From an optimization exercise on the open Yosys and OpenROAD flow, aimed at small area; shortcuts taken in it are not production practice. At most, simulation tests tie the RTL to the original design; equivalence was not proved. Power and IR drop assume default switching activity.

==> inputs of run a <==
==> flow/design.v <==
module RAM_aoi3(s0, d0, s1, d1, s2, d2, y);
input s0, d0, s1, d1, s2, d2;
output y;
assign y = ~((s0 & d0) | (s1 & d1) | (s2 & d2));
endmodule
module RAM_nor2(a, b, y);
input a, b;
output y;
assign y = ~(a | b);
endmodule
module RAM_(clk,rst_n,din,rx_valid,dout,tx_valid);
parameter MEM_DEPTH = 256;
parameter ADDR_SIZE = 8;
parameter DATA_WIDTH = 8;
input clk,rst_n,rx_valid;
input wire [9:0] din;
output reg [7:0] dout;
output reg tx_valid;
reg [DATA_WIDTH-1:0] mem [MEM_DEPTH-1:0];
reg [7:0] temp_address;
wire [15:0] lo_n, hi_n;
genvar gi, gj;
generate
	for (gi = 0; gi < 16; gi = gi + 1) begin : g_pre
		assign lo_n[gi] = ~(temp_address[3:0] == gi);
		assign hi_n[gi] = ~(temp_address[7:4] == gi);
	end
endgenerate
wire [MEM_DEPTH-1:0] sel;
generate
	for (gi = 0; gi < MEM_DEPTH; gi = gi + 1) begin : g_sel
		RAM_nor2 u_sel(.a(lo_n[gi % 16]), .b(hi_n[gi / 16]), .y(sel[gi]));
	end
endgenerate
reg [7:0] rdata;
wire [85:0] term_n [7:0];
generate
	for (gj = 0; gj < 8; gj = gj + 1) begin : g_bit
		for (gi = 0; gi < 85; gi = gi + 1) begin : g_term
			RAM_aoi3 u_t(.s0(sel[3*gi]),   .d0(mem[3*gi][gj]),
			             .s1(sel[3*gi+1]), .d1(mem[3*gi+1][gj]),
			             .s2(sel[3*gi+2]), .d2(mem[3*gi+2][gj]),
			             .y(term_n[gj][gi]));
		end
		assign term_n[gj][85] = ~(sel[255] & mem[255][gj]);
	end
endgenerate
integer i, j;
always @(*) begin
	for (j = 0; j < 8; j = j + 1)
		rdata[j] = ~(&term_n[j]);
end
wire wr = rst_n & (din[9:8] == 2'b01) & rx_valid;
wire [7:0] wdata = wr ? din[7:0] : rdata;
integer k;
always @(posedge clk) begin
	for (k = 0; k < MEM_DEPTH; k = k + 1)
		if (sel[k])
			mem[k] <= wdata;
end
always @(posedge clk) begin
	if (rst_n & ((din[9:8] == 2'b00 & rx_valid) | (din[9:8] == 2'b10)))
		temp_address <= din[7:0];
end
always @(posedge clk or negedge rst_n) begin
	if (~rst_n) begin
		dout <= 'b0;
		tx_valid <= 0;
	end
	else begin
		case(din[9:8])
			2'b00, 2'b01 : tx_valid <= 0;
			2'b10 : ;
			2'b11 : begin
				dout <= rdata;
				tx_valid <= 1;
			end
		endcase
	end
end
endmodule
==> flow/run.sh <==
#!/bin/bash
# synth_recipe.tcl (not shown) runs the flow's synth.tcl, then flattens the netlist and writes it again
# the make line also repeats each setting of config.mk as NAME=value (left out here)
make -C /OpenROAD-flow-scripts/flow DESIGN_CONFIG=/design/flow/config.mk WORK_HOME=/design/flow/orfs CLKGATE_MAP_FILE= SYNTH_SCRIPT=/design/flow/synth_recipe.tcl finish
==> flow/config.mk <==
export PLATFORM = sky130hd
export DESIGN_NAME = RAM_
export DESIGN_NICKNAME = RAM_
export VERILOG_FILES = /design/flow/design.v
export SDC_FILE = /design/flow/constraint.sdc
export NUM_CORES = 4
export LEC_CHECK = 0
export CAP_MARGIN = 20
export CORE_MARGIN = 2
export CORE_UTILIZATION = 65
export SLEW_MARGIN = 20
export SYNTH_HIERARCHICAL = 1
export SYNTH_MEMORY_MAX_BITS = 4096
==> flow/constraint.sdc <==
create_clock -name core_clock -period 6.0 [get_ports {clk}]
set_input_delay 1.2000 -clock core_clock [delete_from_list [all_inputs] [get_ports {clk}]]
set_output_delay 1.2000 -clock core_clock [all_outputs]
set_load 0.01 [all_outputs]
==> run b: changes against run a <==
==> flow/design.v, changed modules only <==
module RAM_(clk,rst_n,din,rx_valid,dout,tx_valid);
parameter MEM_DEPTH = 256;
parameter ADDR_SIZE = 8;
parameter DATA_WIDTH = 8;
input clk,rst_n,rx_valid;
input wire [9:0] din;
output reg [7:0] dout;
output reg tx_valid;
reg [DATA_WIDTH-1:0] ring0 [63:0];
reg [DATA_WIDTH-1:0] ring1 [63:0];
reg [DATA_WIDTH-1:0] ring2 [63:0];
reg [DATA_WIDTH-1:0] ring3 [63:0];
reg [7:2] temp_address;       
reg [1:0] pos_a;              
reg pol_a;                    
reg [2:0] m;                  
reg a_valid;                  
reg [7:0] a_data;
reg b_valid;                  
reg [7:2] b_addr;             
reg [1:0] pos_b;              
reg [7:0] b_data;
genvar gi, gj;
wire tap_a = (pos_a == 2'd3);
wire tap_b = (pos_b == 2'd3);
wire [15:0] hi_n, lo_n;
generate
	for (gi = 0; gi < 16; gi = gi + 1) begin : g_pre
		assign hi_n[gi] = ~(temp_address[7:4] == gi);
		assign lo_n[gi] = ~({temp_address[3:2], pos_a} == gi);
	end
endgenerate
wire [255:0] sel;
generate
	for (gi = 0; gi < 256; gi = gi + 1) begin : g_sel
		RAM_nor2 u_s(.a(lo_n[gi % 16]), .b(hi_n[gi / 16]), .y(sel[gi]));
	end
endgenerate
wire [DATA_WIDTH-1:0] pdat [255:0];
generate
	for (gi = 0; gi < 64; gi = gi + 1) begin : g_pos
		assign pdat[4*gi]   = ring0[gi];
		assign pdat[4*gi+1] = ring1[gi];
		assign pdat[4*gi+2] = ring2[gi];
		assign pdat[4*gi+3] = ring3[gi];
	end
endgenerate
wire [85:0] term_n [7:0];
generate
	for (gj = 0; gj < 8; gj = gj + 1) begin : g_bit
		for (gi = 0; gi < 85; gi = gi + 1) begin : g_term
			RAM_aoi3 u_t(.s0(sel[3*gi]),   .d0(pdat[3*gi][gj]),
			             .s1(sel[3*gi+1]), .d1(pdat[3*gi+1][gj]),
			             .s2(sel[3*gi+2]), .d2(pdat[3*gi+2][gj]),
			             .y(term_n[gj][gi]));
		end
		assign term_n[gj][85] = ~(sel[255] & pdat[255][gj]);
	end
endgenerate
reg [7:0] raw;
integer j;
always @(*) begin
	for (j = 0; j < 8; j = j + 1)
		raw[j] = ~(&term_n[j]);
end
wire b_match = b_valid & (b_addr == temp_address) & (pos_b == pos_a);
wire fwd = a_valid | b_match;
wire [7:0] fwd_data = a_valid ? a_data : b_data;
wire [7:0] rdata = fwd ? fwd_data : (raw ^ {8{pol_a}});
wire wr = rst_n & (din[9:8] == 2'b01) & rx_valid;
wire achg = rst_n & (((din[9:8] == 2'b00) & rx_valid) | (din[9:8] == 2'b10));
wire a_wr = tap_a & (wr | fwd);
wire [7:0] bus_a = (wr ? din[7:0] : fwd_data) ^ {8{~m[2]}};
wire b_ret = b_valid & tap_b;
wire b_wr = b_ret & ~b_match;
wire [7:0] bus_b = b_data ^ {8{~m[2]}};
wire [15:0] bhi_n;
wire [3:0] blo_n, alo_n;
generate
	for (gi = 0; gi < 16; gi = gi + 1) begin : g_bpre
		assign bhi_n[gi] = ~(b_addr[7:4] == gi);
	end
	for (gi = 0; gi < 4; gi = gi + 1) begin : g_bpre2
		assign blo_n[gi] = ~(b_wr & (b_addr[3:2] == gi));
		assign alo_n[gi] = ~(a_wr & (temp_address[3:2] == gi));
	end
endgenerate
wire [63:0] en_a, en_b, keep;
generate
	for (gi = 0; gi < 64; gi = gi + 1) begin : g_ring
		RAM_nor2 u_ea(.a(alo_n[gi % 4]), .b(hi_n[gi / 4]), .y(en_a[gi]));
		RAM_nor2 u_eb(.a(blo_n[gi % 4]), .b(bhi_n[gi / 4]), .y(en_b[gi]));
		RAM_nor2 u_k(.a(en_a[gi]), .b(en_b[gi]), .y(keep[gi]));
		for (gj = 0; gj < 8; gj = gj + 1) begin : g_b
			wire nx;
			RAM_aoi3 u_w(.s0(en_a[gi]), .d0(bus_a[gj]), .s1(en_b[gi]), .d1(bus_b[gj]),
			             .s2(keep[gi]), .d2(ring3[gi][gj]), .y(nx));
			always @(posedge clk) ring0[gi][gj] <= nx;
		end
	end
endgenerate
integer k;
always @(posedge clk) begin
	for (k = 0; k < 64; k = k + 1) begin
		ring1[k] <= ring0[k];
		ring2[k] <= ring1[k];
		ring3[k] <= ring2[k];
	end
end
always @(posedge clk) begin
	m <= m + 3'd1;
	if (wr) begin
		a_valid <= ~tap_a;
		a_data <= din[7:0];
	end
	else if (tap_a | achg)
		a_valid <= 1'b0;
	if (achg & a_valid & ~tap_a) begin
		b_valid <= 1'b1;
		b_addr <= temp_address;
		b_data <= a_data;
	end
	else if (b_ret)
		b_valid <= 1'b0;
	pos_b <= (achg & a_valid & ~tap_a) ? pos_a + 2'd1 : pos_b + 2'd1;
end
wire [1:0] pos_n = din[1:0] + m[1:0] + 2'd1;
wire [2:0] pol_t = m - {1'b0, pos_n};
always @(posedge clk) begin
	if (achg) begin
		temp_address <= din[7:2];
		pos_a <= pos_n;
		pol_a <= pol_t[2];
	end
	else begin
		pos_a <= pos_a + 2'd1;
		pol_a <= pol_a ^ tap_a;
	end
end
always @(posedge clk or negedge rst_n) begin
	if (~rst_n) begin
		dout <= 'b0;
		tx_valid <= 0;
	end
	else begin
		case(din[9:8])
			2'b00, 2'b01 : tx_valid <= 0;
			2'b10 : ;
			2'b11 : begin
				dout <= rdata;
				tx_valid <= 1;
			end
		endcase
	end
end
endmodule
--- a/flow/config.mk
+++ b/flow/config.mk
@@ -8,5 +8,7 @@
 export CAP_MARGIN = 20
 export CORE_MARGIN = 2
-export CORE_UTILIZATION = 65
+export CORE_UTILIZATION = 72
+export CTS_CLUSTER_DIAMETER = 90
+export CTS_CLUSTER_SIZE = 30
 export SLEW_MARGIN = 20
 export SYNTH_HIERARCHICAL = 1
==> run c: changes against run a <==
==> flow/design.v, changed modules only <==
module RAM_(clk,rst_n,din,rx_valid,dout,tx_valid);
parameter MEM_DEPTH = 256;
parameter ADDR_SIZE = 8;
parameter DATA_WIDTH = 8;
input clk,rst_n,rx_valid;
input wire [9:0] din;
output reg [7:0] dout;
output reg tx_valid;
reg [DATA_WIDTH-1:0] ring0 [63:0];
reg [DATA_WIDTH-1:0] ring1 [63:0];
reg [DATA_WIDTH-1:0] ring2 [63:0];
reg [DATA_WIDTH-1:0] ring3 [63:0];
reg [7:0] temp_address;
reg [2:0] m;                  
reg a_valid;                  
reg [7:0] a_data;
reg b_valid;                  
reg [7:0] b_addr;
reg [7:0] b_data;
genvar gi, gj;
wire [1:0] pos_a = temp_address[1:0] + m[1:0];
wire [1:0] pos_b = b_addr[1:0] + m[1:0];
wire tap_a = (pos_a == 2'd3);
wire tap_b = (pos_b == 2'd3);
wire [2:0] pol_t = m - 3'd1 - {1'b0, pos_a};
wire pol_a = pol_t[2];
wire [15:0] hi_n, lo_n;
generate
	for (gi = 0; gi < 16; gi = gi + 1) begin : g_pre
		assign hi_n[gi] = ~(temp_address[7:4] == gi);
		assign lo_n[gi] = ~({temp_address[3:2], pos_a} == gi);
	end
endgenerate
wire [255:0] sel;
generate
	for (gi = 0; gi < 256; gi = gi + 1) begin : g_sel
		RAM_nor2 u_s(.a(lo_n[gi % 16]), .b(hi_n[gi / 16]), .y(sel[gi]));
	end
endgenerate
wire [DATA_WIDTH-1:0] pdat [255:0];
generate
	for (gi = 0; gi < 64; gi = gi + 1) begin : g_pos
		assign pdat[4*gi]   = ring0[gi];
		assign pdat[4*gi+1] = ring1[gi];
		assign pdat[4*gi+2] = ring2[gi];
		assign pdat[4*gi+3] = ring3[gi];
	end
endgenerate
wire [85:0] term_n [7:0];
generate
	for (gj = 0; gj < 8; gj = gj + 1) begin : g_bit
		for (gi = 0; gi < 85; gi = gi + 1) begin : g_term
			RAM_aoi3 u_t(.s0(sel[3*gi]),   .d0(pdat[3*gi][gj]),
			             .s1(sel[3*gi+1]), .d1(pdat[3*gi+1][gj]),
			             .s2(sel[3*gi+2]), .d2(pdat[3*gi+2][gj]),
			             .y(term_n[gj][gi]));
		end
		assign term_n[gj][85] = ~(sel[255] & pdat[255][gj]);
	end
endgenerate
reg [7:0] raw;
integer j;
always @(*) begin
	for (j = 0; j < 8; j = j + 1)
		raw[j] = ~(&term_n[j]);
end
wire b_match = b_valid & (b_addr == temp_address);
wire fwd = a_valid | b_match;
wire [7:0] fwd_data = a_valid ? a_data : b_data;
wire [7:0] rdata = fwd ? fwd_data : (raw ^ {8{pol_a}});
wire wr = rst_n & (din[9:8] == 2'b01) & rx_valid;
wire achg = rst_n & (((din[9:8] == 2'b00) & rx_valid) | (din[9:8] == 2'b10));
wire a_wr = tap_a & (wr | fwd);
wire [7:0] bus_a = (wr ? din[7:0] : fwd_data) ^ {8{~m[2]}};
wire b_ret = b_valid & tap_b;
wire b_wr = b_ret & ~b_match;
wire [7:0] bus_b = b_data ^ {8{~m[2]}};
wire [15:0] bhi_n;
wire [3:0] blo_n, alo_n;
generate
	for (gi = 0; gi < 16; gi = gi + 1) begin : g_bpre
		assign bhi_n[gi] = ~(b_addr[7:4] == gi);
	end
	for (gi = 0; gi < 4; gi = gi + 1) begin : g_bpre2
		assign blo_n[gi] = ~(b_wr & (b_addr[3:2] == gi));
		assign alo_n[gi] = ~(a_wr & (temp_address[3:2] == gi));
	end
endgenerate
wire [63:0] en_a, en_b, keep;
generate
	for (gi = 0; gi < 64; gi = gi + 1) begin : g_ring
		RAM_nor2 u_ea(.a(alo_n[gi % 4]), .b(hi_n[gi / 4]), .y(en_a[gi]));
		RAM_nor2 u_eb(.a(blo_n[gi % 4]), .b(bhi_n[gi / 4]), .y(en_b[gi]));
		RAM_nor2 u_k(.a(en_a[gi]), .b(en_b[gi]), .y(keep[gi]));
		for (gj = 0; gj < 8; gj = gj + 1) begin : g_b
			wire nx;
			RAM_aoi3 u_w(.s0(en_a[gi]), .d0(bus_a[gj]), .s1(en_b[gi]), .d1(bus_b[gj]),
			             .s2(keep[gi]), .d2(ring3[gi][gj]), .y(nx));
			always @(posedge clk) ring0[gi][gj] <= nx;
		end
	end
endgenerate
integer k;
always @(posedge clk) begin
	for (k = 0; k < 64; k = k + 1) begin
		ring1[k] <= ring0[k];
		ring2[k] <= ring1[k];
		ring3[k] <= ring2[k];
	end
end
always @(posedge clk) begin
	m <= m + 3'd1;
	if (wr) begin
		a_valid <= ~tap_a;
		a_data <= din[7:0];
	end
	else if (tap_a | achg)
		a_valid <= 1'b0;
	if (achg & a_valid & ~tap_a) begin
		b_valid <= 1'b1;
		b_addr <= temp_address;
		b_data <= a_data;
	end
	else if (b_ret)
		b_valid <= 1'b0;
end
always @(posedge clk) begin
	if (achg)
		temp_address <= din[7:0];
end
always @(posedge clk or negedge rst_n) begin
	if (~rst_n) begin
		dout <= 'b0;
		tx_valid <= 0;
	end
	else begin
		case(din[9:8])
			2'b00, 2'b01 : tx_valid <= 0;
			2'b10 : ;
			2'b11 : begin
				dout <= rdata;
				tx_valid <= 1;
			end
		endcase
	end
end
endmodule
--- a/flow/config.mk
+++ b/flow/config.mk
@@ -8,5 +8,7 @@
 export CAP_MARGIN = 20
 export CORE_MARGIN = 2
-export CORE_UTILIZATION = 65
+export CORE_UTILIZATION = 55
+export CTS_CLUSTER_DIAMETER = 90
+export CTS_CLUSTER_SIZE = 25
 export SLEW_MARGIN = 20
 export SYNTH_HIERARCHICAL = 1
==> run d: changes against run a <==
--- a/flow/config.mk
+++ b/flow/config.mk
@@ -6,8 +6,9 @@
 export NUM_CORES = 4
 export LEC_CHECK = 0
-export CAP_MARGIN = 20
+export CAP_MARGIN = 10
 export CORE_MARGIN = 2
-export CORE_UTILIZATION = 65
-export SLEW_MARGIN = 20
+export CORE_UTILIZATION = 75
+export CTS_CLUSTER_SIZE = 30
+export SLEW_MARGIN = 10
 export SYNTH_HIERARCHICAL = 1
 export SYNTH_MEMORY_MAX_BITS = 4096
==> comparison table <==
|  | run a | run b | run d | run c |
|---|---|---|---|---|
| Result of the run | timing/DRC/antenna clean | timing/DRC/antenna clean | timing/DRC/antenna clean | failed layout checks |
| Violated checks | - | - | - | setup timing |
| 1st-iter DRT viols | 7321 | 14300 | 9192 | 11400 |
| Placed inst area | 0.0766 mm2 | 0.0611 mm2 | 0.0764 mm2 | 0.0616 mm2 |
| Slew margin rel. | 22.2% | 10.7% | 15.4% | 21.6% |
| Layout cell share with drive strength beyond 1 | 15.3% | 4.99% | 15.6% | 5.36% |
| Largest voltage drop on the vdd net | 300 uV | 352 uV | 374 uV | 316 uV |
| Count of placed standard cells including taps | 5151 | 5356 | 4955 | 5668 |
| Cell row count | 121 | 104 | 113 | 119 |
| Length of routed met3 wiring | 17100 um | 38600 um | 22800 um | 25800 um |
| Cell Pwr Density | 366 mW/mm2 | 379 mW/mm2 | 371 mW/mm2 | 354 mW/mm2 |
| Fraction of standard cell area that is sequential | 75.1% | 66.8% | 75.3% | 66.0% |
| Flip-flop count of the largest register after layout | 2048 | - | 2048 | - |
| Biggest fanout along the worst timing path | 93 | 9 | 193 | 8 |
| Sw Ratio | 21.2% | 25.0% | 21.7% | 22.8% |
The RTL of run a and run d was laid out without a check of its function.

## port drivers added, routing unchanged
In the flow no input, the clock included, has a driving cell. The finished layouts below were timed again as built, in two steps.
Step 1 assumes that a clkbuf_16 drives the clock port and a buf_2 every other input.
Step 2 also shifts input and output timing later by t, the mid clock arrival at the registers, as if the neighbouring blocks saw the same clock.
Slacks: no drivers / after step 1 / after step 2; pairs: no drivers / after step 1.
run | t (ns) | slack for setup (ns) | worst register clock-pin slew, ns | worst slew at a driven data input, ns | pins driven straight from the clock port
run a | 0.852 | 0.723 / 0.723 / 0.723 | 0.06 / 0.06 | 0.04 | 1
run b | 0.748 | 0.664 / 0.664 / 0.664 | 0.12 / 0.12 | 0.03 | 1
run c | 0.798 | -0.018 / -0.018 / -0.018 | 0.11 / 0.11 | 0.04 | 1
run d | 0.841 | 0.354 / 0.354 / 0.354 | 0.07 / 0.07 | 0.16 | 1
